From an optimization exercise on the open Yosys and OpenROAD flow, aimed at small area; shortcuts taken in it are not production practice. In this exercise RTL edits were held to simulation tests only and were not proved equivalent to the original. The flow treats the clock pin as an ideal source, which a real chip does not have. No activity file was given, so power comes from the tool's default toggle rates.

--- flow/run.sh ---
#!/bin/bash
# The standard layout, with clock tree synthesis told to add no dummy loads
# and to cluster the flip-flops into larger groups per leaf buffer.
set -euo pipefail
export BUFFER_PORTS_ARGS="-buffer_cell sky130_fd_sc_hd__buf_1"
export CTS_ARGS="-sink_clustering_enable -repair_clock_nets -dont_use_dummy_load -sink_clustering_size 36 -sink_clustering_max_diameter 100 -buf_list sky130_fd_sc_hd__clkbuf_16"
bash standard.sh > standard.log 2>&1
--- standard.sh ---
#!/bin/bash
# synth_recipe.tcl (not shown) runs the flow's synth.tcl, then flattens the netlist and writes it again
# the make line also repeats each setting of config.mk as NAME=value (left out here)
make -C /OpenROAD-flow-scripts/flow DESIGN_CONFIG=/design/flow/config.mk WORK_HOME=/design/flow/orfs CLKGATE_MAP_FILE= SYNTH_SCRIPT=/design/flow/synth_recipe.tcl "${@:-finish}"
--- config.mk ---
export PLATFORM = sky130hd
export DESIGN_NAME = conv2d_3x3_fifo_full
export DESIGN_NICKNAME = conv2d_3x3_fifo_full
export VERILOG_FILES = /design/flow/design.v
export SDC_FILE = /design/flow/constraint.sdc
export NUM_CORES = 4
export LEC_CHECK = 0
export CAP_MARGIN = 0
export CORE_MARGIN = 2
export CORE_UTILIZATION = 80
export SLEW_MARGIN = 0
--- constraint.sdc ---
create_clock -name core_clock -period 10.0 [get_ports {clk}]
set_input_delay 2.0000 -clock core_clock [delete_from_list [all_inputs] [get_ports {clk}]]
set_output_delay 2.0000 -clock core_clock [all_outputs]
set_load 0.01 [all_outputs]
--- design.v ---
`timescale 1ns/1ps
module conv2d_3x3_fifo_full #(
    parameter IMG_W = 128,
    parameter PIXEL_BITS = 8
)(
    input clk,
    input rst_n,
    input [PIXEL_BITS-1:0] pixel_in,
    input pixel_valid,
    output reg [PIXEL_BITS-1:0] out_pixel,
    output reg out_valid
);
    localparam N = 2*IMG_W;
    reg [PIXEL_BITS-1:0] sr [1:N];
    integer k;
    always @(posedge clk) begin
        if (pixel_valid) begin
            sr[1] <= pixel_in;
            for (k = 2; k <= N; k = k + 1)
                sr[k] <= sr[k-1];
        end
    end
    reg [$clog2(N+1)-1:0] cnt;
    always @(posedge clk or negedge rst_n) begin
        if (!rst_n)
            cnt <= 0;
        else if (pixel_valid && !cnt[$clog2(N)])
            cnt <= cnt + 1'b1;
    end
    wire [PIXEL_BITS-1:0] mid = (cnt[$clog2(N)] | cnt[$clog2(N)-1]) ? sr[IMG_W] : 0;
    wire [PIXEL_BITS-1:0] bot = cnt[$clog2(N)] ? sr[N] : 0;
    wire [PIXEL_BITS+1:0] v0 = pixel_in + {mid, 1'b0} + bot;
    reg  [PIXEL_BITS+1:0] v1, v2;
    wire [PIXEL_BITS+3:0] s = {2'b00, v2} - {2'b00, v0};
    reg  [PIXEL_BITS-1:0] nxt;
    always @(posedge clk or negedge rst_n) begin
        if (!rst_n) begin
            v1 <= 0; v2 <= 0; nxt <= 0;
            out_pixel <= 0;
            out_valid <= 0;
        end else begin
            out_valid <= pixel_valid;
            if (pixel_valid) begin
                v1 <= v0;
                v2 <= v1;
                nxt <= s[PIXEL_BITS+3:4];
                out_pixel <= nxt;
            end
        end
    end
endmodule
==> flow_summary.ini, run 1 <==
[place]
port_buffers = 19
place.gp.congestion = 0.801
hpwlAfterDp_mm = 57.9

[outcome]
tool.error = [ERROR DPL-0033] detailed placement checks failed during check placement.
outcome = aborted with a tool error
stop_stage = detailed placement

[floorplan]
die_x_um = 287
ios = 20
die_h_um = 287
start_util = 0.809
row_count = 103

[synthesis]
ys_seq_area_frac = 0.978
synthAdderAreaFrac = 0.00600
synth_nets = 2306
ys.flop_type = edfxtp_1
ys_warn_count = 2
synth.distinct_cells = 44
synthCells = 2270
synth_compound_area_frac = 0.00453
synth_top_family_by_area = adder cells
synth_mux_area_frac = 0.00461
synthArstFlopShare = 0.0210
synth_top_area_share = 0.960
netlist_area_um2 = 64000
synth-edff-count = 2048
synth_area_leaders = edfxtp_1 96%, dfrtp_1 1.7%, mux2_2 0.42%
synth.avg_cell_area_um2 = 28.2
synth_top_area_cell = edfxtp_1
synth_xor_area_frac = 0.00219
ys_seq_elements = 2092
yosys.area_share.simple = 0.00406
==> kinds of logic after synthesis <==
logic type                 count (synthesis)
AOI/OAI and AO/OA                         43
adders and majority gates                 26
xor gates and xnor gates                  16
buffers and inverters                     17
and+or+nand+nor                           50
muxes                                     26
DFF                                     2092
==> synthesized netlist by cell type, types with 5 or more instances <==
cell type and number:
edfxtp_1 2048, dfrtp_1 44, mux2_2 24, ha_1 17, nand2_1 16, o21ai_0 13
inv_1 11, xnor2_1 11, a21oi_1 8, fa_1 8, nor2b_1 8, and2_1 6
nor2_1 6, a21o_1 5, xor2_1 5
==> how the worst min path moves through the flow <==
| stage | startpoint | to | slack [ns] | depth (start not counted) |
|---|---|---|---|---|
| global placement | sr[217][0] | sr[218][0] | 0.40 | 0 |
| floorplan | sr[99][0] | sr[100][0] | 0.40 | 0 |
==> through the flow <==
step	cells	hold WS (ns)	setup WS (ns)
3_3_place_gp	3347	0.400	4.23
2_1_floorplan	2270	0.400	4.55
==> power groups by stage <==
stage	clock network, mW	logic [mW]	registers [mW]
floorplan	0	0.0862	10.5
global placement	0	0.268	10.6
==> run 2, diff against run 1 <==
==> flow/run.sh (replaced) <==
#!/bin/bash
# The standard layout, with clock tree synthesis told to add no dummy loads
# and to cluster the flip-flops into larger groups per leaf buffer.
set -euo pipefail
export BUFFER_PORTS_ARGS="-buffer_cell sky130_fd_sc_hd__buf_1"
export CTS_ARGS="-sink_clustering_enable -repair_clock_nets -dont_use_dummy_load -sink_clustering_size 40 -sink_clustering_max_diameter 60 -buf_list sky130_fd_sc_hd__clkbuf_16"
bash standard.sh > standard.log 2>&1
--- a/config.mk
+++ b/config.mk
@@ -9,3 +9,3 @@
 export CORE_MARGIN = 2
-export CORE_UTILIZATION = 80
+export CORE_UTILIZATION = 60
 export SLEW_MARGIN = 0
==> flow_summary.ini, run 2 <==
[outcome]
outcome = complete, no violations

[grt]
antenna_found_initial = 2
grt_pass1_vias = 19700
overflow = 0
track_usage = 0.132
grt_first_pass_wirelength_mm = 112
grt_max_degree = 211

[critical_path]
cp.arrival_ns = 5.70
rr_startpoint = cnt[8]
crit_cells = 17
startpoint_type = input pin
crit_path_end = nxt[4]
cp-startpoint = pixel_in[1]
cpPeakStageDelay_ns = 0.46
critPathTopFamily = adder cells
slowest_stage = fa_1
crit_fanout = 3
critPathKind = in2reg
required_ns = 10.62
critPathBufInv = 4
end_kind = register
crit_top_cell = inv_1
reg2regPathDepth = 15
r2r_slack_ns = 5.45
worstReg2RegEnd = nxt[4]
cp_cell_sequence = buf_1, inv_1, fa_1, inv_1, ha_1, inv_1, fa_1, nor2b_1, o21ai_0, a21o_1, ha_1, and3_2, a221o_1, maj3_2, a21o_1, xor2_1, mux2_4

[layout]
mostFrequentLayoutCell = edfxtp_1
fin_util = 0.657
syn2layout_area_growth_pct = 8.24
drive_gt1_frac = 0.0733
diodes = 0
regMostFlops = sr
fin_area_um2 = 69300
largest_register_ffs = 2048
reg.largest.list = sr (2048), v1 (10), v2 (10)
final_cells = 3820
nets = 2467
layout_common_cells = 2,048 x edfxtp_1, 130 x clkbuf_16, 44 x dfrtp_1

[sta]
maxClockFrequency_ghz = 0.197
skew_ns = 0.0412
worst_slew_pin_slew_ns = 1.10
hold_viol_final = 0
drv_slew = 0
fin_crit_sh = 0.508
setup_viol = 0
period_needed_ns = 5.08
fin_hold_ws_ns = 0.381
slew-limit-headroom = 0.266
rsz0062_at_grt = no
tns_ns = 0
setup_slack_ns = 4.92

[synthesis]
ys_seq_area_frac = 0.978
synth_top_area_cell = edfxtp_1
ys_seq_elements = 2092
yosysMostFrequentCell = edfxtp_1
ys_warn_count = 2
ys.flop_type = edfxtp_1
synth_area_leaders = edfxtp_1 96%, dfrtp_1 1.7%, mux2_2 0.42%
synth-edff-count = 2048
synth_nets = 2306
netlist_area_um2 = 64000
synth.distinct_cells = 44
synthArstFlopShare = 0.0210
yosys-top-cells-count = 2,048 x edfxtp_1, 44 x dfrtp_1, 24 x mux2_2
synthCells = 2270
synth_top_area_share = 0.960
synth.avg_cell_area_um2 = 28.2

[drt]
finalWirelength_mm = 72.1
wl_met1_mm = 39.4
vias = 20600
dr_wl_met3_mm = 2.60
drt-initial-drc-count = 2195
firstDrtPassIters = 5
routed-wl-met2_mm = 28.1
wire_per_inst_um = 18.9
viasPerCell = 5.39
remaining_drc_errors = 0
ant_nets = 0
top_layer_used = met4

[power_and_ir_drop]
p_total_mw = 15.4
power_density_nw_per_um2 = 222
leakagePower_nw = 23.0
irDropWorstVdd_mv = 0.150

[place]
port_buffers = 19
post-place-ws_ns = 4.16
placedCellCount = 3690
hpwlAfterDp_mm = 30.8
place.gp.congestion = 0.744
dpl_cell_area_um2 = 66100

[worst_hold_path]
hold_class = reg2reg

[clocking]
cts_tree = yes
clock_latency_ns = 0.73
clockRootBuffer = clkbuf_16
hold_buffers = 0
clkSinkCount = 2092
clockBufferDepth = 3
postCtsSetupBuffers = 0
cts_resized = 0
cts.reportedPaths.clkPinSlew_ns = 0.09
numCtsBuffers = 130
htreeDepth = 4

[flow_run]
cap_viol_max_count = 0

[floorplan]
row_count = 119
die_h_um = 331
start_util = 0.607
ios = 20
die_area_um2 = 109000
core_um2 = 106000
die_x_um = 331
[run 2: cell counts after synthesis]
No cell type changed its count.
[run 2: worst min path at each step]
stage	from	endpoint	slack (ns)	cells past startpoint
after global placement	sr[48][6]	sr[49][6]	0.40	0
final	sr[21][5]	sr[22][5]	0.38	0
after CTS	sr[126][1]	sr[127][1]	0.38	0
after global routing	sr[126][1]	sr[127][1]	0.38	0
after floorplan	sr[99][0]	sr[100][0]	0.40	0
after detailed placement	sr[109][6]	sr[110][6]	0.40	0
[run 2: routing by layer]
| metal | track usage | vias up |
|---|---|---|
| met3 | 0.0253 | 142 |
| li1 | - | 9359 |
| met5 | 0 | - |
| met2 | 0.160 | 270 |
| met4 | 0.0558 | 0 |
| met1 | 0.234 | 10800 |
[run 2: worst register-to-register path: stages (launching register included)]
cell and delay [ns]:
dfrtp_1 0.53, nor2_1 0.42, nor2b_1 0.12, fa_1 0.54, inv_1 0.06, fa_1 0.47
nor2b_1 0.17, o21ai_0 0.10, a21o_1 0.18, ha_1 0.33, and3_2 0.22, a221o_1 0.36
maj3_2 0.36, a21o_1 0.20, xor2_1 0.14, mux2_4 0.25
[run 2: kinds of logic after synthesis]
logic type,after synthesis,share of synthesized area
flops,2092,0.978
simple gates,50,0.00406
compound gates,43,0.00453
mux,26,0.00461
fa+ha+maj,26,0.00600
buf+inv,17,0.00106
xor+xnor,16,0.00219
[run 2: final cells by class]
type | instances | area [um2]
Sequential cell | 2092 | 62600
Fill cell | 6502 | 36300
Clock buffer | 130 | 3250
Tap cell | 1391 | 1740
Multi-Input combinational cell | 161 | 1370
Timing Repair Buffer | 35 | 309
Inverter | 11 | 41.3
[run 2: power breakdown]
part | switching, mW | internal, mW | total [mW]
logic | 0.207 | 0.0710 | 0.278
registers | 0.178 | 10.2 | 10.4
clock network | 2.43 | 2.30 | 4.73
==> run 3, diff against run 2 <==
==> flow/run.sh (replaced) <==
#!/bin/bash
# The standard layout, with clock tree synthesis told to add no dummy loads
# and to cluster the flip-flops into larger groups per leaf buffer.
set -euo pipefail
export BUFFER_PORTS_ARGS="-buffer_cell sky130_fd_sc_hd__buf_1"
export CTS_ARGS="-sink_clustering_enable -repair_clock_nets -dont_use_dummy_load -sink_clustering_size 44 -sink_clustering_max_diameter 45 -buf_list sky130_fd_sc_hd__clkbuf_16"
bash standard.sh > standard.log 2>&1
==> flow_summary.ini, run 3 <==
[synthesis]
synthCells = 2270
synth_top_area_cell = edfxtp_1
synth.avg_cell_area_um2 = 28.2
yosysMostFrequentCell = edfxtp_1
synth-edff-count = 2048
synth_nets = 2306
synth_top_area_share = 0.960
ys_seq_area_frac = 0.978
synth_area_leaders = edfxtp_1 96%, dfrtp_1 1.7%, mux2_2 0.42%
yosys-top-cells-count = 2,048 x edfxtp_1, 44 x dfrtp_1, 24 x mux2_2
ys.flop_type = edfxtp_1
netlist_area_um2 = 64000
ys_seq_elements = 2092
synthArstFlopShare = 0.0210
synth.distinct_cells = 44
ys_warn_count = 2

[floorplan]
row_count = 119
ios = 20
core_um2 = 106000
die_h_um = 331
die_x_um = 331
start_util = 0.607
die_area_um2 = 109000

[power_and_ir_drop]
power_density_nw_per_um2 = 229
leakagePower_nw = 23.4
p_total_mw = 16.0
irDropWorstVdd_mv = 0.150

[sta]
hold_viol_final = 0
setup_viol = 0
setup_slack_ns = 4.89
rsz0062_at_grt = no
period_needed_ns = 5.11
drv_slew = 0
skew_ns = 0.0338
worst_slew_pin_slew_ns = 1.10
tns_ns = 0
slew-limit-headroom = 0.266
fin_crit_sh = 0.511
fin_hold_ws_ns = 0.388
maxClockFrequency_ghz = 0.196

[critical_path]
crit_fanout = 3
startpoint_type = input pin
critPathTopFamily = adder cells
cp.arrival_ns = 5.70
reg2regPathDepth = 15
r2r_slack_ns = 5.42
cp_cell_sequence = buf_1, inv_1, fa_1, inv_1, ha_1, inv_1, fa_1, nor2b_1, o21ai_0, a21o_1, ha_1, and3_2, a221o_1, maj3_2, a21o_1, xor2_1, mux2_4
end_kind = register
critPathBufInv = 4
crit_top_cell = inv_1
worstReg2RegEnd = nxt[4]
slowest_stage = fa_1
required_ns = 10.60
rr_startpoint = cnt[8]
cpPeakStageDelay_ns = 0.46
critPathKind = in2reg

[clocking]
cts_tree = yes
clock_latency_ns = 0.73
clockBufferDepth = 3
numCtsBuffers = 161
htreeDepth = 4
hold_buffers = 0
cts_resized = 0
cts.reportedPaths.clkPinSlew_ns = 0.07
clkSinkCount = 2092
clockRootBuffer = clkbuf_16
postCtsSetupBuffers = 0

[drt]
viasPerCell = 5.37
vias = 20700
drt-initial-drc-count = 2144
ant_nets = 0
remaining_drc_errors = 0
wire_per_inst_um = 18.8
finalWirelength_mm = 72.4
firstDrtPassIters = 5

[layout]
syn2layout_area_growth_pct = 9.45
mostFrequentLayoutCell = edfxtp_1
reg.largest.list = sr (2048), v1 (10), v2 (10)
diodes = 0
nets = 2498
final_cells = 3851
largest_register_ffs = 2048
regMostFlops = sr
fillers = 6425
layout_common_cells = 2,048 x edfxtp_1, 161 x clkbuf_16, 44 x dfrtp_1
drive_gt1_frac = 0.0850

[grt]
overflow = 0
track_usage = 0.133
grt_first_pass_wirelength_mm = 113
grt_pass1_vias = 19900
antenna_found_initial = 2
grt_max_degree = 211

[place]
port_buffers = 19
place.gp.congestion = 0.744
hpwlAfterDp_mm = 30.8
post-place-ws_ns = 4.16
placedCellCount = 3690

[worst_hold_path]
holdCritStartpoint = sr[199][6]
whs_endpoint = sr[200][6]
hold_class = reg2reg
worstHoldPathCells = 0

[flow_run]
cap_viol_max_count = 0

[outcome]
outcome = complete, no violations
-- run 3: cell counts after synthesis --
No cell type changed its count.
-- run 3: final cells by class --
class,instances,area (um2),share of cell area
timing repair buffer,35,309,0.00441
clock buffer,161,4030,0.0575
tap,1391,1740,0.0248
multi-input combinational,161,1370,0.0195
sequential,2092,62600,0.893
inverter,11,41.3,0.000589
-- run 3: power breakdown --
part	total (mW)	switching (mW)	leakage [nW]	internal (mW)
combinational	0.278	0.207	0.793	0.0711
clock	5.36	2.54	1.98	2.83
sequential	10.4	0.179	20.6	10.2
-- run 3: worst max path at each step --
stage                      from  endpoint  cells past startpoint
floorplan           pixel_in[1]    nxt[4]                     16
global placement    pixel_in[1]    nxt[4]                     17
detailed placement  pixel_in[1]    nxt[4]                     17
CTS                 pixel_in[1]    nxt[4]                     17
global route        pixel_in[1]    nxt[4]                     17
finish              pixel_in[1]    nxt[4]                     17
-- run 3: layer usage --
layer | track usage | part of all wire
met1 | 0.234 | 0.55
met2 | 0.159 | 0.39
met3 | 0.0326 | 0.039
met4 | 0.0514 | 0.026
met5 | 0 | 0
-- run 3: kinds of logic (layout without fill, tap and decap cells) --
kind of cell / Yosys count / after routing / synth area share
simple gates: 50 / 50 / 0.00406
compound gates: 43 / 43 / 0.00453
buf+inv: 17 / 207 / 0.00106
flops: 2092 / 2092 / 0.978
xor+xnor: 16 / 16 / 0.00219
fa+ha+maj: 26 / 26 / 0.00600
mux: 26 / 26 / 0.00461
-- run 3: per-stage QoR --
step | area [um2] | util
floorplan | 64000 | -
global placement | 66100 | 0.626
detailed placement | 66100 | 0.626
CTS | 70100 | 0.664
global route | 70100 | 0.664
finish | 70100 | 0.664
==> run 4, diff against run 3 <==
==> flow/run.sh (replaced) <==
#!/bin/bash
# The standard layout, with clock tree synthesis told to add no dummy loads
# and to cluster the flip-flops into larger groups per leaf buffer.
set -euo pipefail
export BUFFER_PORTS_ARGS="-buffer_cell sky130_fd_sc_hd__buf_1"
export CTS_ARGS="-sink_clustering_enable -repair_clock_nets -dont_use_dummy_load -sink_clustering_size 36 -sink_clustering_max_diameter 100 -buf_list sky130_fd_sc_hd__clkbuf_16 -tree_buf sky130_fd_sc_hd__clkbuf_8"
bash standard.sh > standard.log 2>&1
==> flow_summary.ini, run 4 <==
[power_and_ir_drop]
p_int_mw = 11.5
comb_power_share = 0.020
pwr-share-seq = 0.736
power_switching_mw = 2.59
p_clk_frac = 0.244
irDropWorstVdd_mv = 0.150
leakagePower_nw = 22.2
power_density_nw_per_um2 = 208
swShare = 0.184

[drt]
vias = 20200
viasPerCell = 5.37
firstDrtPassIters = 5
wire_per_inst_um = 18.7
drt-initial-drc-count = 2257
wl_met1_mm = 39.1
top_layer_used = met4
dr_wl_met3_mm = 1.88
routed-wl-met2_mm = 27.8
finalWirelength_mm = 70.3
ant_nets = 0
remaining_drc_errors = 0

[grt]
track_usage = 0.127
grt_max_degree = 211
grt_first_pass_wirelength_mm = 109
grt_pass1_vias = 19000
overflow = 0
antenna_found_initial = 2

[synthesis]
synthCells = 2270
synth.distinct_cells = 44
ys.flop_type = edfxtp_1
yosys-top-cells-count = 2,048 x edfxtp_1, 44 x dfrtp_1, 24 x mux2_2
synth_top_area_cell = edfxtp_1
ys_warn_count = 2
netlist_area_um2 = 64000
synth_top_area_share = 0.960
synthArstFlopShare = 0.0210
synth.avg_cell_area_um2 = 28.2
synth_nets = 2306
synth_area_leaders = edfxtp_1 96%, dfrtp_1 1.7%, mux2_2 0.42%
synth-edff-count = 2048
ys_seq_area_frac = 0.978
ys_seq_elements = 2092
yosysMostFrequentCell = edfxtp_1

[critical_path]
required_ns = 10.55
rr_startpoint = cnt[8]
end_kind = register
cp-startpoint = pixel_in[1]
critPathKind = in2reg
cp.arrival_ns = 5.71
crit_fanout = 3
startpoint_type = input pin
reg2regPathDepth = 15

[clocking]
numCtsBuffers = 68
cts.reportedPaths.clkPinSlew_ns = 0.12
htreeDepth = 3
cts_tree = yes
clockRootBuffer = clkbuf_16
clock_latency_ns = 0.67
postCtsSetupBuffers = 0
cts_resized = 0
clkSinkCount = 2092
clockBufferDepth = 3
hold_buffers = 0

[sta]
fin_crit_sh = 0.516
tns_ns = 0
skew_ns = 0.0460
rsz0062_at_grt = no
drv_slew = 0
period_needed_ns = 5.16
hold_viol_final = 0
setup_viol = 0
slew-limit-headroom = 0.272
worst_slew_pin_slew_ns = 1.09
maxClockFrequency_ghz = 0.194

[flow_run]
cap_viol_max_count = 0

[layout]
layout_common_cells = 2,048 x edfxtp_1, 68 x clkbuf_16, 44 x dfrtp_1
drive_gt1_frac = 0.0490
mostFrequentLayoutCell = edfxtp_1
fillers = 6641
regMostFlops = sr
syn2layout_area_growth_pct = 5.82
reg.largest.list = sr (2048), v1 (10), v2 (10)
nets = 2405
fin_util = 0.642
largest_register_ffs = 2048

[worst_hold_path]
holdCritStartpoint = sr[129][3]
worstHoldPathCells = 0
hold_class = reg2reg

[floorplan]
die_area_um2 = 109000
row_count = 119
start_util = 0.607
die_h_um = 331
die_x_um = 331
core_um2 = 106000
ios = 20

[place]
port_buffers = 19
place.gp.congestion = 0.744
hpwlAfterDp_mm = 30.8

[outcome]
outcome = complete, no violations
-- run 4: cell counts after synthesis --
Identical to the previous run, type by type.
-- run 4: worst max-delay path, cell delays in order --
cell and delay, ns:
buf_1 0.11, inv_1 0.07, fa_1 0.46, inv_1 0.07, ha_1 0.20, inv_1 0.07, fa_1 0.41, nor2b_1 0.17
o21ai_0 0.11, a21o_1 0.19, ha_1 0.33, and3_2 0.22, a221o_1 0.36, maj3_2 0.36, a21o_1 0.20, xor2_1 0.14
mux2_4 0.25
-- run 4: cell families after synthesis --
| family | count (synthesis) | share of synthesized area |
|---|---|---|
| muxes | 26 | 0.00461 |
| DFF | 2092 | 0.978 |
| xor gates and xnor gates | 16 | 0.00219 |
| adders and majority gates | 26 | 0.00600 |
| and+or+nand+nor | 50 | 0.00406 |
| buffers and inverters | 17 | 0.00106 |
| AOI/OAI and AO/OA | 43 | 0.00453 |
-- run 4: layout make-up --
class                           instances  area [um2]  share of cell area
Clock buffer                           68        1700              0.0251
Timing Repair Buffer                   35         309             0.00456
Antenna cell                            1        2.50           0.0000369
Sequential cell                      2092       62600               0.924
Inverter                               11        41.3            0.000609
Multi-Input combinational cell        161        1370              0.0202
Tap cell                             1391        1740              0.0257
-- run 4: path summary, 6_finish.rpt --
check	slack (ns)	to
setup reg to reg	5.42	nxt[4]
setup / recovery	4.84	nxt[4]
min in group asynchronous	1.42	cnt[5]
hold / removal	0.39	sr[130][3]
max in group asynchronous	8.16	v1[5]
hold reg to reg	0.39	sr[130][3]
-- run 4: per-stage QoR --
| step | cells | instance area, um2 | hold slack, ns | power [mW] | setup WS, ns |
|---|---|---|---|---|---|
| finish | 3759 | 67800 | 0.386 | 14.1 | 4.84 |
| global route | 3758 | 67800 | 0.404 | 14.6 | 4.74 |
| CTS | 3758 | 67800 | 0.389 | 14.3 | 4.90 |
| detailed placement | 3690 | 66100 | 0.405 | 10.9 | 4.16 |
| global placement | 3690 | 66100 | 0.400 | 10.8 | 4.20 |
| floorplan | 2270 | 64000 | 0.400 | 10.6 | 4.55 |
-- run 4: power by group through the flow --
stage | Sequential, mW | Clock (mW) | Combinational [mW]
finish | 10.4 | 3.45 | 0.278
global placement | 10.6 | 0 | 0.272
detailed placement | 10.6 | 0 | 0.289
floorplan | 10.5 | 0 | 0.0862
global route | 10.4 | 3.90 | 0.313
CTS | 10.4 | 3.65 | 0.286
-- run 4: layer usage --
layer / track usage / vias to the layer above
met3: 0.0223 / 95
li1: - / 9206
met5: 0 / -
met2: 0.158 / 182
met4: 0.0359 / 0
met1: 0.230 / 10700
==> run 5, diff against run 4 <==
==> design.v (replaced) <==
`timescale 1ns/1ps
module conv2d_3x3_fifo_full #(
    parameter IMG_W = 128,
    parameter PIXEL_BITS = 8
)(
    input clk,
    input rst_n,
    input [PIXEL_BITS-1:0] pixel_in,
    input pixel_valid,
    output [PIXEL_BITS-1:0] out_pixel,
    output reg out_valid
);
    localparam N = 2*IMG_W;
    reg [PIXEL_BITS-1:0] sr [1:N];
    integer k;
    always @(posedge clk) begin
        if (pixel_valid) begin
            sr[1] <= pixel_in;
            for (k = 2; k <= N; k = k + 1)
                sr[k] <= sr[k-1];
        end
    end
    reg [$clog2(IMG_W)-1:0] cnt;
    reg full1, full2;
    always @(posedge clk or negedge rst_n) begin
        if (!rst_n) begin
            cnt <= 0; full1 <= 0; full2 <= 0;
        end else if (pixel_valid && !full2) begin
            cnt <= cnt + 1'b1;
            if (&cnt) begin
                full1 <= 1'b1;
                full2 <= full1;
            end
        end
    end
    wire [PIXEL_BITS-1:0] mid = full1 ? sr[IMG_W] : 0;
    wire [PIXEL_BITS-1:0] bot = full2 ? sr[N]     : 0;
    wire [PIXEL_BITS+1:0] v0 = pixel_in + {mid, 1'b0} + bot;
    reg  [PIXEL_BITS+1:0] v1, v2;
    wire [PIXEL_BITS+2:0] s = {1'b0, v2} - {1'b0, v0};
    reg  [PIXEL_BITS-2:0] nxt, out;
    always @(posedge clk or negedge rst_n) begin
        if (!rst_n) begin
            v1 <= 0; v2 <= 0; nxt <= 0;
            out <= 0;
            out_valid <= 0;
        end else begin
            out_valid <= pixel_valid;
            if (pixel_valid) begin
                v1 <= v0;
                v2 <= v1;
                nxt <= s[PIXEL_BITS+2:4];
                out <= nxt;
            end
        end
    end
    assign out_pixel = {out[PIXEL_BITS-2], out};
endmodule
==> flow/run.sh (replaced) <==
#!/bin/bash
# The standard layout, with clock tree synthesis told to add no dummy loads
# and to cluster the flip-flops into larger groups per leaf buffer.
set -euo pipefail
export BUFFER_PORTS_ARGS="-buffer_cell sky130_fd_sc_hd__buf_1"
export CTS_ARGS="-sink_clustering_enable -repair_clock_nets -dont_use_dummy_load -sink_clustering_size 36 -sink_clustering_max_diameter 100 -buf_list sky130_fd_sc_hd__clkbuf_16"
bash standard.sh > standard.log 2>&1
--- a/config.mk
+++ b/config.mk
@@ -9,3 +9,3 @@
 export CORE_MARGIN = 2
-export CORE_UTILIZATION = 60
+export CORE_UTILIZATION = 66
 export SLEW_MARGIN = 0
==> flow_summary.ini, run 5 <==
[clocking]
htreeDepth = 3
cts_tree = yes
numCtsBuffers = 68
clockRootBuffer = clkbuf_16
postCtsSetupBuffers = 0
clockBufferDepth = 3
cts.reportedPaths.clkPinSlew_ns = 0.12
hold_buffers = 0
clkSinkCount = 2092
cts_resized = 0
clock_latency_ns = 0.67

[power_and_ir_drop]
comb_power_share = 0.020
power_switching_mw = 2.56
leakagePower_nw = 22.2
pwr-share-seq = 0.738
swShare = 0.182
p_total_mw = 14.1
irDropWorstVdd_mv = 0.178
power_density_nw_per_um2 = 208
p_clk_frac = 0.243
p_int_mw = 11.5

[sta]
setup_viol = 0
rsz0062_at_grt = no
tns_ns = 0
drv_slew = 0
slew-limit-headroom = 0.281
period_needed_ns = 5.29
setup_slack_ns = 4.71
skew_ns = 0.0723
maxClockFrequency_ghz = 0.189
worst_slew_pin_slew_ns = 1.08
hold_viol_final = 0
fin_crit_sh = 0.529

[grt]
grt_first_pass_wirelength_mm = 107
grt_max_degree = 210
antenna_found_initial = 6
grt_pass1_vias = 18500
track_usage = 0.140
overflow = 0

[synthesis]
yosysMostFrequentCell = edfxtp_1
synth-edff-count = 2048
synthArstFlopShare = 0.0210
synth_top_area_cell = edfxtp_1
ys_seq_elements = 2092
synth_top_area_share = 0.961
synth.avg_cell_area_um2 = 28.3
ys_seq_area_frac = 0.978
ys_warn_count = 2
synth.distinct_cells = 43
netlist_area_um2 = 64000
yosys-top-cells-count = 2,048 x edfxtp_1, 44 x dfrtp_1, 24 x mux2_2
synth_area_leaders = edfxtp_1 96%, dfrtp_1 1.7%, mux2_2 0.42%
synthCells = 2264
ys.flop_type = edfxtp_1
synth_nets = 2300

[layout]
syn2layout_area_growth_pct = 5.58
largest_register_ffs = 2048
regMostFlops = sr
nets = 2399
final_cells = 3637
mostFrequentLayoutCell = edfxtp_1
fin_area_um2 = 67600
diodes = 0
multi_input_area_um2 = 1330
fillers = 5619
reg.largest.list = sr (2048), v1 (10), v2 (10)
layout_common_cells = 2,048 x edfxtp_1, 68 x clkbuf_16, 44 x dfrtp_1
regArea_um2 = 62600
drive_gt1_frac = 0.0496

[floorplan]
row_count = 114
core_um2 = 96400
ios = 20
die_x_um = 315
die_h_um = 315
die_area_um2 = 99500
start_util = 0.664

[drt]
ant_nets = 0
wire_per_inst_um = 19.4
firstDrtPassIters = 7
vias = 20100
finalWirelength_mm = 70.6
viasPerCell = 5.52
remaining_drc_errors = 0
drt-initial-drc-count = 2458

[worst_hold_path]
hold_class = reg2reg

[place]
post-place-ws_ns = 4.03
placedCellCount = 3569
hpwlAfterDp_mm = 32.6
port_buffers = 19
place.gp.congestion = 0.763
dpl_cell_area_um2 = 65900

[critical_path]
required_ns = 10.55
critPathKind = in2reg
crit_fanout = 4
cp.arrival_ns = 5.84
crit_top_cell = inv_1
cpPeakStageDelay_ns = 0.47
cp_cell_sequence = buf_1, inv_1, fa_1, inv_1, ha_1, inv_1, fa_1, nor2b_4, o21ai_0, a21o_1, ha_1, and3_1, a221o_1, maj3_2, maj3_2, xor2_1, mux2_4
end_kind = register
startpoint_type = input pin
slowest_stage = fa_1

[flow_run]
cap_viol_max_count = 0

[outcome]
outcome = complete, no violations
[run 5: cell count changes after synthesis, moves of 3 or more]
cell	change
xnor2_1	-5
nor2b_1	-6
and2_1	+6
xor2_1	+3
[run 5: logic make-up (layout without fill, tap and decap cells)]
| group | after synthesis | in the layout | share of synthesized area |
|---|---|---|---|
| AO/OA/AOI/OAI | 41 | 41 | 0.00420 |
| XOR/XNOR | 14 | 14 | 0.00192 |
| adder cells (fa/ha/maj) | 27 | 27 | 0.00618 |
| buffers and inverters | 17 | 114 | 0.00108 |
| flip-flops | 2092 | 2092 | 0.978 |
| multiplexers | 25 | 25 | 0.00446 |
| AND/OR/NAND/NOR | 48 | 48 | 0.00407 |
[run 5: routing by layer]
metal	global-route usage	routed length [um]	vias to the layer above
met4	0.0389	1220	0
li1	-	-	9186
met3	0.0224	2400	81
met1	0.256	38500	10600
met5	0	0	-
met2	0.176	28400	220
[run 5: power groups by stage]
stage	sequential [mW]	clock (mW)	combinational, mW
2_1_floorplan	10.5	0	0.0793
3_3_place_gp	10.6	0	0.271
3_5_place_dp	10.6	0	0.287
4_1_cts	10.4	3.60	0.285
5_1_grt	10.4	3.85	0.311
6_report	10.4	3.42	0.277
[run 5: layout make-up]
class	count	share of cell area
clock buffers	68	0.0252
inverters	10	0.000555
multi-input cells	155	0.0197
flip-flops and latches	2092	0.926
well taps	1276	0.0236
repair buffers	36	0.00450
[run 5: path summary, 6_finish.rpt]
path | cells past startpoint | startpoint | slack (ns) | endpoint
worst min register to register | 0 | sr[28][2] | 0.34 | sr[29][2]
min in group asynchronous | 1 | rst_n | 1.52 | cnt[0]
worst max-delay path | 17 | pixel_in[1] | 4.71 | nxt[4]
max in group asynchronous | 1 | rst_n | 7.80 | v2[3]
worst min-delay path | 0 | sr[28][2] | 0.34 | sr[29][2]
worst max register to register | 16 | full2 | 5.59 | nxt[4]
[run 5: critical path: cells and delay by family]
| family | cells | cell delay [ns] |
|---|---|---|
| compound gates | 3 | 0.62 |
| xor+xnor | 1 | 0.15 |
| fa+ha+maj | 6 | 2.16 |
| buf+inv | 4 | 0.32 |
| mux | 1 | 0.25 |
| simple gates | 2 | 0.35 |
[run 5: metrics by stage]
step,hold WS (ns),utilization
4_1_cts,0.336,0.701
2_1_floorplan,0.400,-
3_3_place_gp,0.401,0.683
3_5_place_dp,0.405,0.683
5_1_grt,0.330,0.701
6_report,0.338,0.701
==> run 6, diff against run 5 <==
--- a/config.mk
+++ b/config.mk
@@ -9,3 +9,3 @@
 export CORE_MARGIN = 2
-export CORE_UTILIZATION = 66
+export CORE_UTILIZATION = 55
 export SLEW_MARGIN = 0
==> flow_summary.ini, run 6 <==
[synthesis]
synth.avg_cell_area_um2 = 28.3
synthCells = 2264
ys.flop_type = edfxtp_1
synth_top_area_share = 0.961
ys_seq_elements = 2092
ys_warn_count = 2
yosys-top-cells-count = 2,048 x edfxtp_1, 44 x dfrtp_1, 24 x mux2_2
synth_top_area_cell = edfxtp_1
synth_area_leaders = edfxtp_1 96%, dfrtp_1 1.7%, mux2_2 0.42%
synth-edff-count = 2048
synth.distinct_cells = 43
netlist_area_um2 = 64000
ys_seq_area_frac = 0.978
synth_nets = 2300
synthArstFlopShare = 0.0210
yosysMostFrequentCell = edfxtp_1

[layout]
syn2layout_area_growth_pct = 6.08
mostFrequentLayoutCell = edfxtp_1
final_cells = 3886
layout_common_cells = 2,048 x edfxtp_1, 69 x clkbuf_16, 44 x dfrtp_1
nets = 2400
regMostFlops = sr
fillers = 7965
drive_gt1_frac = 0.0500
fin_util = 0.587
largest_register_ffs = 2048
fin_area_um2 = 67900
diodes = 0
reg.largest.list = sr (2048), v1 (10), v2 (10)

[critical_path]
r2r_slack_ns = 5.56
critPathKind = in2reg
cp.arrival_ns = 5.82
startpoint_type = input pin
crit_cells = 17
crit_top_cell = inv_1
slowest_stage = fa_1
crit_fanout = 4
critPathBufInv = 4
cp_cell_sequence = buf_1, inv_1, fa_1, inv_1, ha_1, inv_1, fa_1, nor2b_4, o21ai_0, a21o_1, ha_1, and3_1, a221o_1, maj3_2, maj3_2, xor2_1, mux2_4
reg2regPathDepth = 16
required_ns = 10.54
cpPeakStageDelay_ns = 0.48
end_kind = register
worstReg2RegEnd = nxt[4]
critPathTopFamily = adder cells
rr_startpoint = full1

[drt]
drt-initial-drc-count = 2379
ant_nets = 0
vias = 20200
wire_per_inst_um = 18.5
remaining_drc_errors = 0
firstDrtPassIters = 4
viasPerCell = 5.21
finalWirelength_mm = 71.9

[grt]
grt_max_degree = 215
antenna_found_initial = 1
grt_first_pass_wirelength_mm = 112
overflow = 0
grt_pass1_vias = 19200
track_usage = 0.119

[clocking]
hold_buffers = 0
clock_latency_ns = 0.65
clkSinkCount = 2092
htreeDepth = 3
cts_tree = yes
clockRootBuffer = clkbuf_16
cts.reportedPaths.clkPinSlew_ns = 0.12
numCtsBuffers = 69
clockBufferDepth = 3
cts_resized = 0
postCtsSetupBuffers = 0

[floorplan]
core_um2 = 116000
die_h_um = 345
start_util = 0.553
ios = 20
die_area_um2 = 119000
die_x_um = 345
row_count = 125

[power_and_ir_drop]
comb_power_share = 0.019
leakagePower_nw = 22.2
pwr-share-seq = 0.735
p_clk_frac = 0.246
p_int_mw = 11.5
irDropWorstVdd_mv = 0.140
power_switching_mw = 2.60
p_total_mw = 14.1
power_density_nw_per_um2 = 208
swShare = 0.184

[worst_hold_path]
holdCritStartpoint = sr[194][6]
worstHoldPathCells = 0
whs_endpoint = sr[195][6]
hold_class = reg2reg

[flow_run]
cap_viol_max_count = 0

[sta]
drv_slew = 0
setup_slack_ns = 4.72
worst_slew_pin_slew_ns = 1.14
slew-limit-headroom = 0.238
fin_crit_sh = 0.528
fin_hold_ws_ns = 0.355
tns_ns = 0
period_needed_ns = 5.28
hold_viol_final = 0
rsz0062_at_grt = no
setup_viol = 0
skew_ns = 0.0757
maxClockFrequency_ghz = 0.189

[place]
post-place-ws_ns = 4.09
hpwlAfterDp_mm = 33.0
dpl_cell_area_um2 = 66200
placedCellCount = 3817
port_buffers = 19
place.gp.congestion = 0.759

[outcome]
outcome = complete, no violations
run 6: cell counts after synthesis:
No cell type changed its count.
run 6: logic make-up after synthesis:
kind of cell	synth area share
adder cells (fa/ha/maj)	0.00618
AND/OR/NAND/NOR	0.00407
multiplexers	0.00446
buffers and inverters	0.00108
flip-flops	0.978
XOR/XNOR	0.00192
AO/OA/AOI/OAI	0.00420
run 6: worst max-delay path by stage:
stage / from / endpoint
floorplan: pixel_in[1] / nxt[4]
global placement: pixel_in[1] / nxt[4]
detailed placement: pixel_in[1] / nxt[4]
CTS: pixel_in[1] / nxt[4]
global route: pixel_in[1] / nxt[4]
finish: pixel_in[1] / nxt[4]
run 6: cell type report:
cell class              instances  area [um2]  share of cell area
well taps                    1524        1910              0.0281
inverters                      10        37.5            0.000553
flip-flops and latches       2092       62600               0.922
clock buffers                  69        1730              0.0254
multi-input cells             155        1330              0.0196
repair buffers                 36         292             0.00429
run 6: power groups by stage:
stage                     clock network, mW  registers [mW]  logic (mW)
after detailed placement                  0            10.6       0.283
after global placement                    0            10.6       0.269
after global routing                   3.94            10.4       0.308
after CTS                              3.68            10.4       0.281
final                                  3.47            10.4       0.273
after floorplan                           0            10.5      0.0793
run 6: layer usage:
metal / up-vias / track usage / part of all wire
met5: - / 0 / 0
li1: 9192 / - / -
met3: 83 / 0.0218 / 0.028
met2: 180 / 0.153 / 0.41
met1: 10800 / 0.207 / 0.54
met4: 0 / 0.0317 / 0.022
==> run 7, diff against run 6 <==
==> flow/run.sh (replaced) <==
#!/bin/bash
# The standard layout, with clock tree synthesis told to add no dummy loads
# and to cluster the flip-flops into larger groups per leaf buffer; its
# upper levels then use clkbuf_8 (post_cts.tcl).
set -euo pipefail
export BUFFER_PORTS_ARGS="-buffer_cell sky130_fd_sc_hd__buf_1"
export POST_CTS_TCL=$PWD/flow/post_cts.tcl
export CTS_ARGS="-sink_clustering_enable -repair_clock_nets -dont_use_dummy_load -sink_clustering_size 36 -sink_clustering_max_diameter 100 -buf_list sky130_fd_sc_hd__clkbuf_16"
bash standard.sh > standard.log 2>&1
==> flow/post_cts.tcl (new file) <==
# The clock tree's upper levels drive only a few leaf buffers each: use
# clkbuf_8 for them in place of clkbuf_16. The leaf buffers stay clkbuf_16.
set n 0
foreach inst [[ord::get_db_block] getInsts] {
  set name [$inst getName]
  if {[$inst getMaster] ne "" && [[$inst getMaster] getName] eq "sky130_fd_sc_hd__clkbuf_16"
      && [string match "clkbuf_*" $name] && ![string match "clkbuf_leaf_*" $name]} {
    replace_cell $name sky130_fd_sc_hd__clkbuf_8
    incr n
  }
}
puts "post_cts: $n upper clock buffers now clkbuf_8"
estimate_parasitics -placement
==> flow_summary.ini, run 7 <==
[floorplan]
die_x_um = 345
ios = 20
core_um2 = 116000
die_h_um = 345
start_util = 0.553
row_count = 125
die_area_um2 = 119000

[synthesis]
synthArstFlopShare = 0.0210
synthCells = 2264
synth.distinct_cells = 43
ys.flop_type = edfxtp_1
netlist_area_um2 = 64000
yosysMostFrequentCell = edfxtp_1
synth_top_area_cell = edfxtp_1
synth-edff-count = 2048
synth.avg_cell_area_um2 = 28.3
ys_seq_area_frac = 0.978
synth_area_leaders = edfxtp_1 96%, dfrtp_1 1.7%, mux2_2 0.42%
synth_nets = 2300
ys_warn_count = 2
yosys-top-cells-count = 2,048 x edfxtp_1, 44 x dfrtp_1, 24 x mux2_2
synth_top_area_share = 0.961
ys_seq_elements = 2092

[sta]
maxClockFrequency_ghz = 0.193
fin_hold_ws_ns = 0.357
setup_slack_ns = 4.81
fin_crit_sh = 0.519
period_needed_ns = 5.19
tns_ns = 0
rsz0062_at_grt = no
slew-limit-headroom = 0.247
hold_viol_final = 0
drv_slew = 0
setup_viol = 0
worst_slew_pin_slew_ns = 1.13
skew_ns = 0.0762

[power_and_ir_drop]
leakagePower_nw = 22.2
p_total_mw = 14.0
irDropWorstVdd_mv = 0.133
power_density_nw_per_um2 = 207

[drt]
viasPerCell = 5.20
remaining_drc_errors = 0
vias = 20200
finalWirelength_mm = 71.9
wire_per_inst_um = 18.5
ant_nets = 0
firstDrtPassIters = 5
drt-initial-drc-count = 2341

[critical_path]
cp.arrival_ns = 5.82
crit_top_cell = inv_1
critPathTopFamily = adder cells
cpPeakStageDelay_ns = 0.48
cp_cell_sequence = buf_1, inv_1, fa_1, inv_1, ha_1, inv_1, fa_1, nor2b_4, o21ai_0, a21o_1, ha_1, and3_1, a221o_1, maj3_2, maj3_2, xor2_1, mux2_4
end_kind = register
slowest_stage = fa_1
crit_fanout = 4
critPathKind = in2reg
critPathBufInv = 4
startpoint_type = input pin
required_ns = 10.63

[layout]
layout_common_cells = 2,048 x edfxtp_1, 60 x clkbuf_16, 44 x dfrtp_1
nets = 2400
drive_gt1_frac = 0.0500
fillers = 7974
regMostFlops = sr
syn2layout_area_growth_pct = 5.93
largest_register_ffs = 2048
multi_input_area_um2 = 1330
regArea_um2 = 62600
reg.largest.list = sr (2048), v1 (10), v2 (10)
mostFrequentLayoutCell = edfxtp_1

[place]
hpwlAfterDp_mm = 33.0
place.gp.congestion = 0.759
port_buffers = 19
post-place-ws_ns = 4.09

[grt]
grt_max_degree = 215
antenna_found_initial = 3
grt_first_pass_wirelength_mm = 112
grt_pass1_vias = 19200
track_usage = 0.119
overflow = 0

[clocking]
cts.reportedPaths.clkPinSlew_ns = 0.12
cts_tree = yes
clock_latency_ns = 0.74
clkSinkCount = 2092

[flow_run]
cap_viol_max_count = 0

[worst_hold_path]
hold_class = reg2reg

[outcome]
outcome = complete, no violations
==> run 7: final cells by class <==
cell class | instances | share of cell area
well taps | 1524 | 0.0281
diodes | 2 | 0.0000738
flip-flops and latches | 2092 | 0.923
repair buffers | 36 | 0.00430
clock buffers | 69 | 0.0240
inverters | 10 | 0.000554
multi-input cells | 155 | 0.0197
==> run 7: routing by layer <==
layer / GRT usage / wire length (um) / up-vias / share of wire
li1: - / - / 9191 / -
met5: 0 / 0 / - / 0
met2: 0.153 / 29200 / 170 / 0.41
met4: 0.0322 / 1660 / 0 / 0.023
met3: 0.0212 / 2090 / 92 / 0.029
met1: 0.207 / 39000 / 10800 / 0.54
==> run 7: cells by family (layout without fill, tap and decap cells) <==
| family | count (synthesis) | after routing | share of synthesized area |
|---|---|---|---|
| adders and majority gates | 27 | 27 | 0.00618 |
| AOI/OAI and AO/OA | 41 | 41 | 0.00420 |
| and+or+nand+nor | 48 | 48 | 0.00407 |
| other | 0 | 2 | 0 |
| muxes | 25 | 25 | 0.00446 |
| DFF | 2092 | 2092 | 0.978 |
| buffers and inverters | 17 | 115 | 0.00108 |
| xor gates and xnor gates | 14 | 14 | 0.00192 |
==> run 7: path summary, 6_finish.rpt <==
path                                  start          to  slack, ns  cells past startpoint
max in group asynchronous             rst_n       v1[4]       7.83                      1
worst min-delay path             sr[194][6]  sr[195][6]       0.36                      0
min in group asynchronous             rst_n   out_valid       1.41                      1
worst max-delay path            pixel_in[1]      nxt[4]       4.81                     17
worst max register to register        full1      nxt[4]       5.56                     16
worst min register to register   sr[194][6]  sr[195][6]       0.36                      0
==> run 7: worst register-to-register path, stage by stage, from the launching register on <==
cell     delay, ns
dfrtp_1       0.54
nand2_1       0.13
fa_1          0.48
inv_1         0.07
ha_1          0.22
inv_1         0.07
fa_1          0.44
nor2b_4       0.14
o21ai_0       0.08
a21o_1        0.18
ha_1          0.33
and3_1        0.20
a221o_1       0.36
maj3_2        0.35
maj3_2        0.33
xor2_1        0.15
mux2_4        0.25
==> run 7: through the flow <==
step | utilization | instances | instance area, um2
finish | 0.586 | 3888 | 67800
global route | 0.586 | 3888 | 67800
detailed placement | 0.572 | 3817 | 66200
global placement | 0.572 | 3817 | 66200
floorplan | - | 2264 | 64000
==> run 7: power breakdown <==
part	internal, mW	leakage [nW]	switching [mW]	total (mW)
Sequential	10.2	20.6	0.179	10.4
Combinational	0.0659	0.780	0.207	0.273
Clock	1.17	0.804	2.21	3.38
Total	11.4	22.2	2.59	14.0
==> run 8, diff against run 7 <==
--- a/flow/run.sh
+++ b/flow/run.sh
@@ -3,3 +3,3 @@
 # and to cluster the flip-flops into larger groups per leaf buffer; its
-# upper levels then use clkbuf_8 (post_cts.tcl).
+# upper levels then use clkbuf_4 (post_cts.tcl).
 set -euo pipefail
==> flow/post_cts.tcl (replaced) <==
# The clock tree's upper levels drive only a few leaf buffers each: use
# clkbuf_4 for them in place of clkbuf_16. The leaf buffers stay clkbuf_16.
set n 0
foreach inst [[ord::get_db_block] getInsts] {
  set name [$inst getName]
  if {[$inst getMaster] ne "" && [[$inst getMaster] getName] eq "sky130_fd_sc_hd__clkbuf_16"
      && [string match "clkbuf_*" $name] && ![string match "clkbuf_leaf_*" $name]} {
    replace_cell $name sky130_fd_sc_hd__clkbuf_4
    incr n
  }
}
puts "post_cts: $n upper clock buffers now clkbuf_4"
estimate_parasitics -placement
==> flow_summary.ini, run 8 <==
[outcome]
outcome = complete, no violations

[floorplan]
die_x_um = 345
start_util = 0.553
row_count = 125
core_um2 = 116000
die_area_um2 = 119000
ios = 20
die_h_um = 345

[grt]
track_usage = 0.119
grt_first_pass_wirelength_mm = 112
grt_pass1_vias = 19200
overflow = 0
grt_max_degree = 215
antenna_found_initial = 3

[synthesis]
synth_top_area_cell = edfxtp_1
ys_seq_elements = 2092
yosys-top-cells-count = 2,048 x edfxtp_1, 44 x dfrtp_1, 24 x mux2_2
synthArstFlopShare = 0.0210
yosysMostFrequentCell = edfxtp_1
synth_area_leaders = edfxtp_1 96%, dfrtp_1 1.7%, mux2_2 0.42%
synthCells = 2264
netlist_area_um2 = 64000
synth_top_area_share = 0.961
synth-edff-count = 2048
ys.flop_type = edfxtp_1
synth.distinct_cells = 43
synth_nets = 2300
ys_warn_count = 2
ys_seq_area_frac = 0.978
synth.avg_cell_area_um2 = 28.3

[layout]
layout_common_cells = 2,048 x edfxtp_1, 60 x clkbuf_16, 44 x dfrtp_1
syn2layout_area_growth_pct = 5.86
fin_util = 0.585
regMostFlops = sr
nets = 2400
multi_input_area_um2 = 1330
largest_register_ffs = 2048
fillers = 7983
drive_gt1_frac = 0.0500
regArea_um2 = 62600
mostFrequentLayoutCell = edfxtp_1
reg.largest.list = sr (2048), v1 (10), v2 (10)

[sta]
setup_viol = 0
skew_ns = 0.119
slew-limit-headroom = 0.245
worst_slew_pin_slew_ns = 1.13
hold_viol_final = 0
rsz0062_at_grt = no
tns_ns = 0
drv_slew = 0
fin_crit_sh = 0.497
fin_hold_ws_ns = 0.358
period_needed_ns = 4.97
maxClockFrequency_ghz = 0.201

[drt]
drt-initial-drc-count = 2368
firstDrtPassIters = 5
vias = 20300
remaining_drc_errors = 0
finalWirelength_mm = 72.1
wire_per_inst_um = 18.5
ant_nets = 0
viasPerCell = 5.21

[critical_path]
required_ns = 10.86
crit_fanout = 4
cp.arrival_ns = 5.82
slowest_stage = fa_1
crit_top_cell = inv_1
critPathBufInv = 4
critPathTopFamily = adder cells
r2r_slack_ns = 5.56
critPathKind = in2reg
cpPeakStageDelay_ns = 0.48
cp_cell_sequence = buf_1, inv_1, fa_1, inv_1, ha_1, inv_1, fa_1, nor2b_4, o21ai_0, a21o_1, ha_1, and3_1, a221o_1, maj3_2, maj3_2, xor2_1, mux2_4
end_kind = register
startpoint_type = input pin

[place]
hpwlAfterDp_mm = 33.0
port_buffers = 19
place.gp.congestion = 0.759

[clocking]
cts_tree = yes
cts.reportedPaths.clkPinSlew_ns = 0.12
clkSinkCount = 2092
clock_latency_ns = 1.07

[power_and_ir_drop]
irDropWorstVdd_mv = 0.133
power_density_nw_per_um2 = 206
leakagePower_nw = 22.1
p_total_mw = 14.0

[flow_run]
cap_viol_max_count = 0

[worst_hold_path]
hold_class = reg2reg
==> run 8: stage by stage <==
stage / instances / worst slack, ns / area [um2]
global route: 3892 / 4.97 / 67800
detailed placement: 3817 / 4.09 / 66200
floorplan: 2264 / 4.40 / 64000
global placement: 3817 / 4.06 / 66200
finish: 3892 / 5.03 / 67800
==> run 8: logic make-up (layout without fill, tap and decap cells) <==
logic type | count (synthesis) | count (layout) | share of synthesized area
multiplexers | 25 | 25 | 0.00446
AND/OR/NAND/NOR | 48 | 48 | 0.00407
flip-flops | 2092 | 2092 | 0.978
other | 0 | 6 | 0
AO/OA/AOI/OAI | 41 | 41 | 0.00420
XOR/XNOR | 14 | 14 | 0.00192
adder cells (fa/ha/maj) | 27 | 27 | 0.00618
buffers and inverters | 17 | 115 | 0.00108
==> run 8: area by class of cell <==
cell class                 instances  share of cell area
inverter                          10            0.000554
multi-input combinational        155              0.0197
timing repair buffer              36             0.00430
clock buffer                      69              0.0232
antenna                            6            0.000222
tap                             1524              0.0281
sequential                      2092               0.924
==> run 8: worst register-to-register path: cells and delay by family (launching register included) <==
family,cells,cell delay (ns)
flip-flops,1,0.55
buffers and inverters,2,0.14
AND/OR/NAND/NOR,3,0.47
multiplexers,1,0.25
adder cells (fa/ha/maj),6,2.15
XOR/XNOR,1,0.15
AO/OA/AOI/OAI,3,0.62
==> run 8: where the power goes <==
part	total (mW)	switching, mW	internal, mW
Sequential	10.4	0.179	10.2
Combinational	0.273	0.208	0.0659
Clock	3.31	2.20	1.11
Total	14.0	2.59	11.4
==> run 8: worst paths after layout <==
check | depth (start not counted) | end | startpoint
max | 17 | nxt[4] | pixel_in[1]
min | 0 | sr[133][3] | sr[132][3]
max reg2reg | 16 | nxt[4] | full1
min reg2reg | 0 | sr[133][3] | sr[132][3]
max in group asynchronous | 1 | v1[2] | rst_n
min in group asynchronous | 1 | out_valid | rst_n
==> run 8: routing by layer <==
metal | track usage | part of all wire | vias to the layer above
met3 | 0.0211 | 0.029 | 89
met4 | 0.0322 | 0.023 | 0
met1 | 0.207 | 0.54 | 10800
met5 | 0 | 0 | -
li1 | - | - | 9194
met2 | 0.153 | 0.40 | 194
==> run 9, diff against run 8 <==
==> flow/run.sh (replaced) <==
#!/bin/bash
# The standard layout (standard.sh), with these changes:
#  - input and output ports are buffered with buf_1 cells;
#  - clock tree synthesis adds no dummy loads and puts as many flip-flops
#    on each leaf buffer as the clock-pin slew limit allows: the layout is
#    made with the largest cluster size first, and made again from clock
#    tree synthesis on with a smaller one while the worst flip-flop clock-pin
#    slew of the final layout (ORFS's own extraction) is over SLEW_LIMIT_PS.
# Each tool's output goes to a log of its own in this folder.
set -euo pipefail
SLEW_LIMIT_PS=121
SIZES="37 36 35 34 33 32 30 28 24 20"
res=orfs/results/sky130hd/conv2d_3x3_fifo_full/base
export BUFFER_PORTS_ARGS="-buffer_cell sky130_fd_sc_hd__buf_1"
last=""
for sz in $SIZES; do
  last=$sz
  export CTS_ARGS="-sink_clustering_enable -repair_clock_nets -dont_use_dummy_load -sink_clustering_size $sz -sink_clustering_max_diameter 100 -buf_list sky130_fd_sc_hd__clkbuf_16"
  if [[ -d $res ]]; then
    rm -f $res/4_* $res/5_* $res/6_* out/final.def
  fi
  bash standard.sh > standard_cts$sz.log 2>&1
  SLEW_ODB=$res/6_final.odb SLEW_SPEF=$res/6_final.spef SLEW_SDC=$res/6_final.sdc \
  SLEW_LIB=$FLOW_HOME/platforms/sky130hd/lib/sky130_fd_sc_hd__tt_025C_1v80.lib \
  PLATFORM_DIR=$FLOW_HOME/platforms/sky130hd \
    openroad -no_init -exit flow/clkslew.tcl > clkslew_cts$sz.log 2>&1 || true
  slew=$(sed -n 's/^CLKSLEW //p' clkslew_cts$sz.log)
  echo "cluster size $sz: worst clock-pin slew ${slew:-unknown} ps"
  if [[ -n $slew ]] && awk -v s="$slew" -v l="$SLEW_LIMIT_PS" 'BEGIN { exit !(s <= l) }'; then
    break
  fi
done
echo "kept cluster size $last"
==> flow/clkslew.tcl (new file) <==
# Worst flip-flop clock-pin slew (ps) of the final layout, from ORFS's own extraction.
read_db $::env(SLEW_ODB)
read_liberty $::env(SLEW_LIB)
read_sdc $::env(SLEW_SDC)
source $::env(PLATFORM_DIR)/setRC.tcl
read_spef $::env(SLEW_SPEF)
set_propagated_clock [all_clocks]
set worst 0
foreach pin [all_registers -clock_pins -edge_triggered] {
  foreach edge {rise fall} {
    foreach analysis {min max} {
      set s [expr {[sta::time_ui_sta [get_property $pin slew_${analysis}_$edge]] * 1e12}]
      set worst [expr {max($worst, $s)}]
    }
  }
}
puts "CLKSLEW $worst"
--- a/config.mk
+++ b/config.mk
@@ -9,3 +9,3 @@
 export CORE_MARGIN = 2
-export CORE_UTILIZATION = 55
+export CORE_UTILIZATION = 60
 export SLEW_MARGIN = 0
removed: flow/post_cts.tcl
==> flow_summary.ini, run 9 <==
[power_and_ir_drop]
swShare = 0.184
leakagePower_nw = 22.2
comb_power_share = 0.019
power_density_nw_per_um2 = 209
p_total_mw = 14.2
power_switching_mw = 2.60
p_int_mw = 11.6
pwr-share-seq = 0.733
irDropWorstVdd_mv = 0.159
p_clk_frac = 0.248

[place]
hpwlAfterDp_mm = 31.2
placedCellCount = 3683
port_buffers = 19
dpl_cell_area_um2 = 66000
place.gp.congestion = 0.718
post-place-ws_ns = 4.03

[synthesis]
yosysMostFrequentCell = edfxtp_1
ys.flop_type = edfxtp_1
synth_top_area_cell = edfxtp_1
synth_nets = 2300
synth_compound_area_frac = 0.00420
synth_xor_area_frac = 0.00192
yosys.area_share.simple = 0.00407
synth.avg_cell_area_um2 = 28.3
synth_top_area_share = 0.961
synthArstFlopShare = 0.0210
yosys-top-cells-count = 2,048 x edfxtp_1, 44 x dfrtp_1, 24 x mux2_2
synthAdderAreaFrac = 0.00618
synth_top_family_by_area = adder cells
synth.distinct_cells = 43
ys_seq_elements = 2092
synth_mux_area_frac = 0.00446
ys_seq_area_frac = 0.978
netlist_area_um2 = 64000
synthCells = 2264
synth-edff-count = 2048
ys_warn_count = 2
synth_area_leaders = edfxtp_1 96%, dfrtp_1 1.7%, mux2_2 0.42%

[drt]
vias = 20100
remaining_drc_errors = 0
viasPerCell = 5.36
firstDrtPassIters = 5
wire_per_inst_um = 18.9
ant_nets = 0
finalWirelength_mm = 71.0
drt-initial-drc-count = 2119

[grt]
grt_first_pass_wirelength_mm = 109
grt_pass1_vias = 19000
grt_util_met3 = 0.0209
track_usage = 0.127
overflow = 0
grt_use_met2 = 0.159
antenna_found_initial = 2
met1_usage = 0.230
grt-busiest-layer = met1
grt_max_degree = 204

[clocking]
cts_resized = 0
clockRootBuffer = clkbuf_16
clockBufferDepth = 3
clkSinkCount = 2092
cts.reportedPaths.clkPinSlew_ns = 0.11
cts_tree = yes
numCtsBuffers = 71
htreeDepth = 3
clock_latency_ns = 0.66
hold_buffers = 0
postCtsSetupBuffers = 0

[floorplan]
row_count = 119
die_h_um = 331
ios = 20
core_um2 = 106000
die_x_um = 331
start_util = 0.606
die_area_um2 = 109000

[layout]
fin_area_um2 = 67800
largest_register_ffs = 2048
syn2layout_area_growth_pct = 5.95
regArea_um2 = 62600
mostFrequentLayoutCell = edfxtp_1
nets = 2401
regMostFlops = sr
layout_common_cells = 2,048 x edfxtp_1, 71 x clkbuf_16, 44 x dfrtp_1
fillers = 6647
final_cells = 3754
diodes = 0
drive_gt1_frac = 0.0504
reg.largest.list = sr (2048), v1 (10), v2 (10)
fin_util = 0.642
multi_input_area_um2 = 1330

[sta]
worst_slew_pin_slew_ns = 1.12
hold_viol_final = 0
maxClockFrequency_ghz = 0.190
period_needed_ns = 5.27
fin_crit_sh = 0.527
skew_ns = 0.0419
setup_viol = 0
setup_slack_ns = 4.73
rsz0062_at_grt = no
slew-limit-headroom = 0.252
drv_slew = 0
tns_ns = 0
fin_hold_ws_ns = 0.405

[critical_path]
crit_fanout = 4
cp.arrival_ns = 5.83
cp_cell_sequence = buf_1, inv_1, fa_1, inv_1, ha_1, inv_1, fa_1, nor2b_4, o31a_1, a21o_1, ha_1, and3_1, a221o_1, maj3_2, maj3_2, xor2_1, mux2_4
slowest_stage = fa_1
critPathKind = in2reg
required_ns = 10.56
cpPeakStageDelay_ns = 0.54
end_kind = register
crit_top_cell = inv_1
startpoint_type = input pin

[outcome]
outcome = complete, no violations

[flow_run]
cap_viol_max_count = 0

[worst_hold_path]
hold_class = reg2reg
==> run 9: path summary, 6_finish.rpt <==
check	slack, ns	cells after the start	start	to
worst max-delay path	4.73	17	pixel_in[1]	nxt[4]
worst min-delay path	0.40	0	sr[1][0]	sr[2][0]
worst max register to register	5.61	16	full1	nxt[4]
worst min register to register	0.40	0	sr[1][0]	sr[2][0]
max in group asynchronous	8.10	2	rst_n	v1[2]
min in group asynchronous	1.41	2	rst_n	out_valid
==> run 9: power by group through the flow <==
stage / Clock, mW / Sequential (mW) / Combinational [mW]
2_1_floorplan: 0 / 10.5 / 0.0793
3_3_place_gp: 0 / 10.6 / 0.268
3_5_place_dp: 0 / 10.6 / 0.283
4_1_cts: 3.73 / 10.4 / 0.280
5_1_grt: 4.00 / 10.4 / 0.306
6_report: 3.51 / 10.4 / 0.273
==> run 9: critical path: cells and delay by family <==
family / cells / cell delay (ns)
muxes: 1 / 0.25
xor gates and xnor gates: 1 / 0.15
buffers and inverters: 4 / 0.30
and+or+nand+nor: 2 / 0.25
adders and majority gates: 6 / 2.05
AOI/OAI and AO/OA: 3 / 0.81
==> run 9: metal layers <==
layer	vias to the layer above	routed length, um
met3	87	2390
met4	0	1350
met1	10600	39200
met2	216	28100
met5	-	0
li1	9194	-
==> run 9: cell type report <==
type,instances,share of cell area
timing repair buffer,35,0.00474
multi-input combinational,155,0.0197
clock buffer,71,0.0262
tap,1391,0.0257
inverter,10,0.000554
sequential,2092,0.923
==> run 9: kinds of logic (layout without fill, tap and decap cells) <==
kind of cell | count (synthesis) | in the layout
xor+xnor | 14 | 14
simple gates | 48 | 48
mux | 25 | 25
buf+inv | 17 | 116
compound gates | 41 | 41
fa+ha+maj | 27 | 27
flops | 2092 | 2092

re-timing with driven ports:
The results above use ideal ports. As a check the final layouts listed here were re-extracted and re-timed, cells and wires unchanged. Step 1 (the two cells are an assumption about what drives the block):
set clk [get_ports {clk}]
set_driving_cell -lib_cell sky130_fd_sc_hd__clkbuf_16 $clk
set_driving_cell -lib_cell sky130_fd_sc_hd__buf_2 [delete_from_list [all_inputs] $clk]
Step 2 moves the port delays by t, midway between the first and last clock arrival at a register: inputs arrive t later, outputs are due t later. That takes back most of the time a late clock gives input paths. a / b / c = ideal ports / drivers / drivers and shift; a / b = the first two.
| run | shift t [ns] | setup slack, ns | hold WS [ns] | slew at the worst register clock pin (ns) |
|---|---|---|---|---|
| run 2 | 0.774 | 4.917 / 4.958 / 4.183 | 0.381 / 0.381 / 0.381 | 0.10 / 0.10 |
| run 3 | 0.780 | 4.894 / 4.935 / 4.155 | 0.388 / 0.388 / 0.388 | 0.08 / 0.08 |
| run 4 | 0.714 | 4.837 / 4.878 / 4.163 | 0.386 / 0.386 / 0.386 | 0.12 / 0.12 |
| run 5 | 0.697 | 4.708 / 4.750 / 4.053 | 0.338 / 0.338 / 0.338 | 0.12 / 0.12 |
| run 6 | 0.695 | 4.715 / 4.761 / 4.066 | 0.355 / 0.355 / 0.355 | 0.12 / 0.12 |
| run 7 | 0.799 | 4.812 / 4.854 / 4.055 | 0.357 / 0.357 / 0.357 | 0.12 / 0.12 |
| run 8 | 1.043 | 5.033 / 5.073 / 4.029 | 0.358 / 0.358 / 0.358 | 0.12 / 0.12 |
| run 9 | 0.708 | 4.729 / 4.770 / 4.063 | 0.405 / 0.405 / 0.405 | 0.12 / 0.12 |
After both steps every run listed still meets setup and hold. The setup slack of run 8, which loses most, moves by +0.040 ns with the drivers and by -1.004 ns with both steps.
